From an optimization exercise on the open Yosys and OpenROAD flow, aimed at small area, a short achievable clock period and few clock cycles; shortcuts taken in it are not production practice.
Only simulation tests tie the RTL to the original design; equivalence was not proved.

## the reference run
==> flow/design.v (excerpt) <==
module Milestone_1 (
	input  logic            Clock,
	input  logic            resetn,
	input  logic            start,
	input  logic   [15:0]   SRAM_read_data,
	output logic   [17:0]   SRAM_address,
	output logic   [15:0]   SRAM_write_data,
	output logic            SRAM_we_n,
	output logic            stop
);
clock: 11.0 ns
lec_check: 0
abc_clock_period_in_ps: 4500
cap_margin: 20
core_margin: 2
core_utilization: 55
cts_cluster_diameter: 80
cts_cluster_size: 32
slew_margin: 20
standard.sh (not shown) runs the stock make flow with config.mk's settings and CLKGATE_MAP_FILE= SYNTH_SCRIPT=/design/flow/synth_recipe.tcl, a recipe that flattens the netlist after the stock synthesis.
==> flow/flow/run.sh <==
#!/bin/bash
set -euo pipefail
export BUFFER_PORTS_ARGS="-buffer_cell sky130_fd_sc_hd__buf_2"
export SETUP_SLACK_MARGIN=7.6
bash standard.sh > standard_flow.log 2>&1
Per the final summary, the reference run finished and its layout is clean on timing, DRC and antenna.
Testbench counts of the reference run, summed over its fixed seeds: cycles 772,864.
What the trial run does differently from the reference run at the input level:
Settings: changing CTS_CLUSTER_SIZE from 32 to 25; changing CTS_CLUSTER_DIAMETER from 80 to 100.
### Flow results
The reference run and the trial run ended up with roughly the same area after synthesis. Going from the reference run to the trial run, final cell count shrinks by 0.47%. Share of cells above drive strength 1 down 0.86 points in the trial run wrt the reference run. Status: wire length of the first global-routing pass parity (the trial run, the reference run).

========
Milestone_1, a different RTL version from the one above (not shown whole).
Size: ~450 flip-flops, ~27000 µm² of cells after synthesis.
clock: 11.0 ns
lec_check: 0
abc_clock_period_in_ps: 4500
cap_margin: 20
core_margin: 2
core_utilization: 40
setup_slack_margin: 5
slew_margin: 20
==> flow/flow/run.sh <==
#!/bin/bash
set -euo pipefail
export BUFFER_PORTS_ARGS="-buffer_cell sky130_fd_sc_hd__buf_2"
bash standard.sh > standard_flow.log 2>&1
The baseline passed the timing, DRC and antenna checks.
Testbench counts at the start, summed over its fixed seeds: cycles 774,744.
Edit:
--- a/flow/flow/run.sh
+++ b/flow/flow/run.sh
@@ -3,0 +4 @@
+export SETUP_SLACK_MARGIN=7.6
- CTS_CLUSTER_DIAMETER: not set -> 100
- CTS_CLUSTER_SIZE: not set -> 25
- SETUP_SLACK_MARGIN: 5 -> not set
=> The changed run completed without violations; cell area shrinks by 1.8%; global-route usage falls by 0.26 points; cell count is lower by 0.45%; via count fell by 0.46%; die area is unchanged; worst setup slack gets better by 0.20 ns; wire length fell by 0.31%; hold slack gains 0.0074 ns; clock skew fell by 0.039 ns; area after synthesis stays the same.
Edit:
- CTS_BUF_LIST: not set -> sky130_fd_sc_hd__clkbuf_4 sky130_fd_sc_hd__clkbuf_8
- CTS_CLUSTER_DIAMETER: 100 -> not set
- CTS_CLUSTER_SIZE: 25 -> not set
Clock skew climbs by 0.035 ns.
Utilization climbs by 1.5 points.
Synthesized area is unchanged.
Via count climbs by 2.6%.
Setup slack loses 0.090 ns.
Synthesized cell count does not change.

========
Milestone_1 again, from the RTL that the note above started with.
// Milestone_1
module Milestone_1 (
	input  logic            Clock,
	input  logic            resetn,
	input  logic            start,
	input  logic   [15:0]   SRAM_read_data,
	output logic   [17:0]   SRAM_address,
	output logic   [15:0]   SRAM_write_data,
	output logic            SRAM_we_n,
	output logic            stop
);
clock: 11.0 ns
lec_check: 0
abc_clock_period_in_ps: 4500
cap_margin: 20
core_margin: 2
core_utilization: 40
setup_slack_margin: 5
slew_margin: 20
run.sh (not shown) runs the stock make flow with config.mk's settings and CLKGATE_MAP_FILE= SYNTH_SCRIPT=/design/flow/synth_recipe.tcl, a recipe that flattens the netlist after the stock synthesis.
Stock flow here: none of the scripts above is used.
Testbench counts at the start, summed over its fixed seeds: cycles 774,744.
Edit:
==> flow/flow/run.sh (new file) <==
#!/bin/bash
set -euo pipefail
export BUFFER_PORTS_ARGS="-buffer_cell sky130_fd_sc_hd__buf_2"
export SETUP_SLACK_MARGIN=7.6
bash standard.sh > standard_flow.log 2>&1
==> flow/standard.sh (new file) <==
#!/bin/bash
# synth_recipe.tcl (not shown) runs the flow's synth.tcl, then flattens the netlist and writes it again
# the make line also repeats each setting of config.mk as NAME=value (left out here)
make -C /OpenROAD-flow-scripts/flow DESIGN_CONFIG=/design/flow/config.mk WORK_HOME=/design/flow/orfs CLKGATE_MAP_FILE= SYNTH_SCRIPT=/design/flow/synth_recipe.tcl "${@:-finish}"
--- a/flow/config.mk
+++ b/flow/config.mk
@@ -11,3 +11,2 @@
 export CORE_UTILIZATION = 40
-export SETUP_SLACK_MARGIN = 5
 export SLEW_MARGIN = 20
removed: flow/run.sh
Result: Wire length increases slightly; first-iteration DRC count came out lower by about a fifth; non-clock buffer count rises by 28; area after synthesis stays the same; final area barely changes; utilization came out higher by 0.10 points; worst setup slack gets better by 410 ps; critical path depth does not change; via count climbs slightly; global-route usage stays flat.

what the ideal ports hide:
How much do the figures lean on ideal ports? The routed layouts below were timed once more, with nothing changed but the port constraints.
Step 1, drivers: a clkbuf_16 drives Clock and a buf_2 each remaining input, both assumed.
Step 2 also shifts input and output timing later by t, the mid clock arrival at the registers, as if the neighbouring blocks saw the same clock.
Slacks: ideal / step 1 / step 2; pairs: ideal / step 1.
run	shift t [ns]	setup WS [ns]	slew at the worst register clock pin (ns)	worst slew at a driven data input, ns
the reference run	0.655	7.562 / 7.505 / 7.598	0.11 / 0.11	0.07
the trial run	0.615	7.600 / 7.555 / 7.600	0.10 / 0.10	0.07
the first run of note 2	0.661	7.383 / 7.383 / 7.383	0.07 / 0.07	0.04
the second run of note 2	0.635	7.585 / 7.527 / 7.714	0.11 / 0.11	0.04
the third run of note 2	0.733	7.495 / 7.437 / 7.730	0.07 / 0.07	0.04
the first run of note 3	0.665	7.143 / 7.081 / 7.386	0.07 / 0.07	0.03
the second run of note 3	0.662	7.553 / 7.491 / 7.714	0.07 / 0.07	0.04
After both steps every run listed still meets setup and hold.
